This design comes from an exercise in tuning for small area, a short achievable clock period and few clock cycles per item on the open sky130 flow, not from production work. Function was checked by simulation only, so behaviour that the tests miss may differ from the original. No activity file was given, so power comes from the tool's default toggle rates.

Design cordic_mod, start of the top module:
module cordic_mod(
	input clk, rst,
	input signed [15:0] inp_x, inp_y,
	output [15:0] arctan,
	output reg valid
);
For scale: roughly 800 cells after synthesis, ~61 flip-flops, about 51 I/O pins, roughly 6400 um2 of cells after synthesis.
==> flow/config.mk <==
export PLATFORM = sky130hd
export DESIGN_NAME = cordic_mod
export DESIGN_NICKNAME = cordic_mod
export VERILOG_FILES = /design/flow/design.v
export SDC_FILE = /design/flow/constraint.sdc
export NUM_CORES = 4
export LEC_CHECK = 0
export CAP_MARGIN = 20
export CORE_MARGIN = 2
export CORE_UTILIZATION = 40
export CTS_BUF_LIST = sky130_fd_sc_hd__clkbuf_4 sky130_fd_sc_hd__clkbuf_8
export CTS_CLUSTER_DIAMETER = 100
export CTS_CLUSTER_SIZE = 32
export SETUP_SLACK_MARGIN = 4.5
export SLEW_MARGIN = 20
==> flow/constraint.sdc <==
create_clock -name core_clock -period 8.0 [get_ports {clk}]
set_input_delay 1.6000 -clock core_clock [delete_from_list [all_inputs] [get_ports {clk}]]
set_output_delay 1.6000 -clock core_clock [all_outputs]
set_load 0.01 [all_outputs]
standard.sh (not shown) runs the stock make flow with config.mk's settings and CLKGATE_MAP_FILE= SYNTH_SCRIPT=/design/flow/synth_recipe.tcl, a recipe that flattens the netlist after the stock synthesis.
==> flow/flow/run.sh <==
#!/bin/bash
# The standard layout, except that the port buffers are the smallest buffer
# (buf_1) instead of the flow's default
# pick. Synthesis is the standard one, unchanged.
set -euo pipefail
bash standard.sh synth > synth.log 2>&1
bash standard.sh BUFFER_PORTS_ARGS="-buffer_cell sky130_fd_sc_hd__buf_1" finish > layout.log 2>&1
Testbench counts at the start, summed over its fixed seeds: cycles 108,000, items 12,000.
Then changed:
==> flow/run.sh (new file) <==
#!/bin/bash
# synth_recipe.tcl (not shown) runs the flow's synth.tcl, then flattens the netlist and writes it again
# the make line also repeats each setting of config.mk as NAME=value (left out here)
make -C /OpenROAD-flow-scripts/flow DESIGN_CONFIG=/design/flow/config.mk WORK_HOME=/design/flow/orfs CLKGATE_MAP_FILE= SYNTH_SCRIPT=/design/flow/synth_recipe.tcl finish
- CTS_BUF_LIST: sky130_fd_sc_hd__clkbuf_4 sky130_fd_sc_hd__clkbuf_8 -> default
- CTS_CLUSTER_DIAMETER: 100 -> default
- CTS_CLUSTER_SIZE: 32 -> default
removed: flow/flow/run.sh
removed: flow/standard.sh
=>
- The new run ran to the end with no violations
- clock skew stays flat
- wire length rose by 5.6%
- maximum frequency is about the same
Then changed:
- SETUP_SLACK_MARGIN: 4.5 -> 5
Core utilization rose by 5.7 points.
Combinational power rose by about 15%.
Via count rose by 7.6%.
Cell area rose by 12%.
Clock-buffer cell count stays the same.
Flip-flop and latch count is unchanged.
Total power rose by 12%.


The RTL this note starts from:
==> flow/design.v <==
module counter (
	input clk, rst,
	output reg [7:0] step
);
	always @(posedge clk) begin
		if (rst)
			step <= 8'b0000_0001;
		else
			step <= {step[6:0], step[7]};
	end
endmodule
module rotator
(
	input [16:0] x, y,
	input [15:0] angle,
	input neg_dir,
	input [7:0] step,
	output [16:0] xp, yp,
	output [15:0] angle_p,
	output y_is_zero
);
	wire signed [16:0] y_signed = y;
	reg [16:0] x_shifted, y_shifted;
	reg [15:0] t;
	wire y_neg = y[16];
	wire y_pos = ~y[16];
	integer i;
	reg signed [16:0] y_sh;
	localparam [127:0] T = {16'h0051, 16'h00a3, 16'h0146, 16'h028b,
	                        16'h0511, 16'h09fb, 16'h12e4, 16'h2000};
	always @(*) begin
		x_shifted = 17'd0;
		y_shifted = 17'd0;
		t = 16'd0;
		for (i = 0; i < 8; i = i + 1) begin
			x_shifted = x_shifted | ((x >> i) & {17{step[i]}});
			y_sh = y_signed >>> i;
			y_shifted = y_shifted | (y_sh & {17{step[i]}});
			t = t | (T[16*i +: 16] & {16{step[i]}});
		end
	end
	adder #(17) add_x(x, y_shifted ^ {17{y_neg}}, y_neg, xp);
	adder #(17) add_y(y, x_shifted ^ {17{y_pos}}, y_pos, yp);
	wire sub = y_neg ^ neg_dir;
	adder #(16) add_angle(angle, t ^ {16{sub}}, sub, angle_p);
	assign y_is_zero = ~|y;
endmodule
module adder #(parameter W = 17) (
	input [W-1:0] a, b,
	input cin,
	output [W-1:0] sum
);
	localparam N = W + 1;	 
	localparam L = (N <= 2) ? 1 : (N <= 4) ? 2 : (N <= 8) ? 3 : (N <= 16) ? 4 : (N <= 32) ? 5 : 6;
	wire [N-1:0] g [0:L];
	wire [N-1:0] p [0:L];
	assign g[0] = {a & b, cin};
	assign p[0] = {a ^ b, 1'b0};
	genvar l, i;
	generate for (l = 0; l < L; l = l + 1) begin : level
		for (i = 0; i < N; i = i + 1) begin : node
			if (((i >> l) & 1) == 1) begin : merge
				localparam J = ((i >> l) << l) - 1;
				if ((i >> l) == 1) begin : gray
					prefix_gray pc(g[l][i], p[l][i], g[l][J], g[l+1][i]);
					assign p[l+1][i] = 1'b0;
				end
				else begin : black
					prefix_black pc(g[l][i], p[l][i], g[l][J], p[l][J], g[l+1][i], p[l+1][i]);
				end
			end
			else begin : keep
				assign g[l+1][i] = g[l][i];
				assign p[l+1][i] = p[l][i];
			end
		end
	end endgenerate
	assign sum = p[0][N-1:1] ^ g[L][N-2:0];
endmodule
module prefix_black (
	input gh, ph, gl, pl,
	output g, p
);
	assign g = gh | (ph & gl);
	assign p = ph & pl;
endmodule
module prefix_gray (
	input gh, ph, gl,
	output g
);
	assign g = gh | (ph & gl);
endmodule
module cordic_mod(
	input clk, rst,
	input signed [15:0] inp_x, inp_y,
	output [15:0] arctan,
	output reg valid
);
	reg [16:0] x, y;
	reg [15:0] angle;
	reg neg_dir;	 
	reg stop;	 
	wire is_x_negative = inp_x[15];
	wire is_y_negative = inp_y[15];
	wire is_x_zero = ~|inp_x;
	wire is_y_zero = ~|inp_y;
	wire [15:0] below_x, below_y;
	genvar b;
	generate for (b = 0; b < 16; b = b + 1) begin : abs_bits
		if (b == 0) begin : lsb
			assign below_x[b] = 1'b0;
			assign below_y[b] = 1'b0;
		end
		else begin : other
			assign below_x[b] = |inp_x[b-1:0];
			assign below_y[b] = |inp_y[b-1:0];
		end
	end endgenerate
	wire [16:0] abs_x = {1'b0, inp_x ^ (below_x & {16{is_x_negative}})};
	wire [16:0] abs_y = {1'b0, inp_y ^ (below_y & {16{is_y_negative}})};
	reg [15:0] start_angle;
	always @(*) begin
		if (is_x_zero)
			start_angle = {is_y_negative, {15{~is_y_negative}}};
		else if (is_y_zero)
			start_angle = 16'h0000;
		else case ({is_x_negative, is_y_negative})
			2'b00: start_angle = 16'h0000;
			2'b01: start_angle = 16'h0000;
			2'b10: start_angle = 16'h7fff;
			2'b11: start_angle = 16'h8001;
		endcase
	end
	wire [7:0] step;
	counter cntr(clk, rst, step);
	wire [16:0] xp, yp;
	wire [15:0] angle_p;
	wire y_is_zero;
	rotator rttr(x, y, angle, neg_dir, step, xp, yp, angle_p, y_is_zero);
	wire step_en = ~valid & ~stop & ~y_is_zero;
	always @(posedge clk) begin
		if (rst) begin
			x <= abs_x;
			y <= abs_y;
			angle <= start_angle;
			neg_dir <= is_x_negative ^ is_y_negative;
			stop <= is_x_zero;
		end
		else begin
			x <= xp;
			y <= yp;
			if (step_en)
				angle <= angle_p;
			stop <= stop | y_is_zero;
		end
	end
	always @(posedge clk) begin
		if (rst)
			valid <= 1'b0;
		else if (step[7])
			valid <= 1'b1;
	end
	assign arctan = angle;
endmodule
==> flow/config.mk <==
export PLATFORM = sky130hd
export DESIGN_NAME = cordic_mod
export DESIGN_NICKNAME = cordic_mod
export VERILOG_FILES = /design/flow/design.v
export SDC_FILE = /design/flow/constraint.sdc
export NUM_CORES = 4
export LEC_CHECK = 0
export CAP_MARGIN = 20
export CORE_MARGIN = 2
export CORE_UTILIZATION = 40
export CTS_BUF_LIST = sky130_fd_sc_hd__clkbuf_4 sky130_fd_sc_hd__clkbuf_8
export CTS_CLUSTER_DIAMETER = 100
export CTS_CLUSTER_SIZE = 32
export SETUP_SLACK_MARGIN = 4.8
export SLEW_MARGIN = 20
export SYNTH_HIERARCHICAL = 1
export SYNTH_MINIMUM_KEEP_SIZE = 0
export TNS_END_PERCENT = 0
==> flow/constraint.sdc <==
create_clock -name core_clock -period 8.0 [get_ports {clk}]
set_input_delay 1.6000 -clock core_clock [delete_from_list [all_inputs] [get_ports {clk}]]
set_output_delay 1.6000 -clock core_clock [all_outputs]
set_load 0.01 [all_outputs]
==> flow/flow/run.sh <==
#!/bin/bash
# The standard layout, except that the port buffers are the smallest buffer
# (buf_1) instead of the flow's default
# pick. Synthesis is the standard one, unchanged.
set -euo pipefail
bash standard.sh synth > synth.log 2>&1
bash standard.sh BUFFER_PORTS_ARGS="-buffer_cell sky130_fd_sc_hd__buf_1" finish > layout.log 2>&1
The first run produced a clean layout.
Testbench counts at the start, summed over its fixed seeds: cycles 108,000, items 12,000.
Change:
Settings changed: SETUP_SLACK_MARGIN 4.8 to 4.6, TNS_END_PERCENT 0 to default.
The new run produced a clean layout.
Via count rose slightly.
Die area stays the same.
Sequential cell count stays the same.
Area after synthesis stays the same.
Clock-buffer cell count is unchanged.
Fmax fell slightly.
Setup slack is worse by 0.039 ns.
Sequential share of layout area hardly moves.
Core utilization fell by 0.11 points.
Change:
Settings changed: SETUP_SLACK_MARGIN 4.6 to 4.8.
Outcome: The new run completed with no timing, DRC or antenna violations. Routed wire length shrinks by 0.37%. Synthesized cell count stays the same. Via count shrinks by 1.0%. Worst hold slack is about the same. Cell area is higher by 0.36%.


RTL: the design.v shown in full above, as it stands there.
clock: 8.0 ns
lec_check: 0
cap_margin: 20
core_margin: 2
core_utilization: 55
cts_buf_list: sky130_fd_sc_hd__clkbuf_4 sky130_fd_sc_hd__clkbuf_8
cts_cluster_diameter: 100
cts_cluster_size: 32
setup_slack_margin: 5.0
slew_margin: 20
synth_hierarchical: 1
synth_minimum_keep_size: 0
Scripts as last shown in full above: flow/flow/run.sh
The baseline went through all stages and came out clean.
Testbench counts at the start, summed over its fixed seeds: cycles 108,000, items 12,000.
==> next run, changes <==
--- a/flow/config.mk
+++ b/flow/config.mk
@@ -12,5 +12,5 @@
 export CTS_CLUSTER_DIAMETER = 100
 export CTS_CLUSTER_SIZE = 32
-export SETUP_SLACK_MARGIN = 5.0
+export SETUP_SLACK_MARGIN = 4.8
 export SLEW_MARGIN = 20
 export SYNTH_HIERARCHICAL = 1
The new run finished clean.
Power fell by 3.0%.
Worst setup slack is worse by 0.15 ns.
Final area falls by 5.2%.
==> next run, changes <==
--- a/flow/config.mk
+++ b/flow/config.mk
@@ -8,10 +8,11 @@
 export CAP_MARGIN = 20
 export CORE_MARGIN = 2
-export CORE_UTILIZATION = 55
+export CORE_UTILIZATION = 40
 export CTS_BUF_LIST = sky130_fd_sc_hd__clkbuf_4 sky130_fd_sc_hd__clkbuf_8
 export CTS_CLUSTER_DIAMETER = 100
 export CTS_CLUSTER_SIZE = 32
-export SETUP_SLACK_MARGIN = 4.8
+export SETUP_SLACK_MARGIN = 5.0
 export SLEW_MARGIN = 20
 export SYNTH_HIERARCHICAL = 1
 export SYNTH_MINIMUM_KEEP_SIZE = 0
+export TNS_END_PERCENT = 0
Utilization fell by 15 points.
Sequential power hardly moves.
Setup slack improved by 0.072 ns.
Worst hold slack is about the same.
==> next run, changes <==
--- a/flow/config.mk
+++ b/flow/config.mk
@@ -16,3 +16,3 @@
 export SYNTH_HIERARCHICAL = 1
 export SYNTH_MINIMUM_KEEP_SIZE = 0
-export TNS_END_PERCENT = 0
+export TNS_END_PERCENT = 20
=>
- setup slack gains 0.051 ns
- register-to-register slack improves by 0.02 ns
- sequential cell count does not change

[static timing again, ports no longer ideal]
The results above use ideal ports. As a check the final layouts listed here were re-extracted and re-timed, cells and wires unchanged. Step 1 sets driving cells, clkbuf_16 on the clock port and buf_2 on the other inputs (assumed; they add their load-dependent delay and slew). Step 2 moves the port delays by t, midway between the first and last clock arrival at a register: inputs arrive t later, outputs are due t later. That takes back most of the time a late clock gives input paths. a / b / c = no drivers / after step 1 / after step 2; a / b = the first two.
| run | t, ns | setup WS [ns] | worst hold slack (ns) | clock arrival spread, ns | worst slew at a driven data input, ns |
|---|---|---|---|---|---|
| the first run of note 1 | 0.402 | 4.612 / 4.612 / 4.281 | 0.512 / 0.512 / 0.512 | 0.008 / 0.008 | 0.03 |
| the second run of note 1 | 0.385 | 4.611 / 4.628 / 4.243 | 0.526 / 0.526 / 0.526 | 0.008 / 0.008 | 0.04 |
| the third run of note 1 | 0.378 | 4.734 / 4.734 / 4.475 | 0.480 / 0.480 / 0.480 | 0.008 / 0.008 | 0.05 |
| the first run of note 2 | 0.417 | 4.884 / 4.884 / 4.491 | 0.532 / 0.532 / 0.532 | 0.013 / 0.013 | 0.04 |
| the second run of note 2 | 0.414 | 4.845 / 4.845 / 4.468 | 0.531 / 0.531 / 0.531 | 0.014 / 0.014 | 0.04 |
| the third run of note 2 | 0.413 | 4.889 / 4.905 / 4.492 | 0.531 / 0.531 / 0.531 | 0.013 / 0.013 | 0.04 |
| the first run of note 3 | 0.396 | 5.027 / 5.024 / 4.628 | 0.509 / 0.509 / 0.509 | 0.013 / 0.013 | 0.07 |
| the second run of note 3 | 0.402 | 4.879 / 4.895 / 4.494 | 0.515 / 0.515 / 0.515 | 0.009 / 0.009 | 0.03 |
| the third run of note 3 | 0.412 | 4.951 / 4.967 / 4.555 | 0.518 / 0.518 / 0.518 | 0.012 / 0.012 | 0.04 |
| the fourth run of note 3 | 0.413 | 5.002 / 5.007 / 4.594 | 0.517 / 0.517 / 0.517 | 0.013 / 0.014 | 0.05 |
After both steps every run listed still meets setup and hold. The setup slack of the fourth run of note 3, which loses most, moves by +0.005 ns with the drivers and by -0.408 ns with both steps.
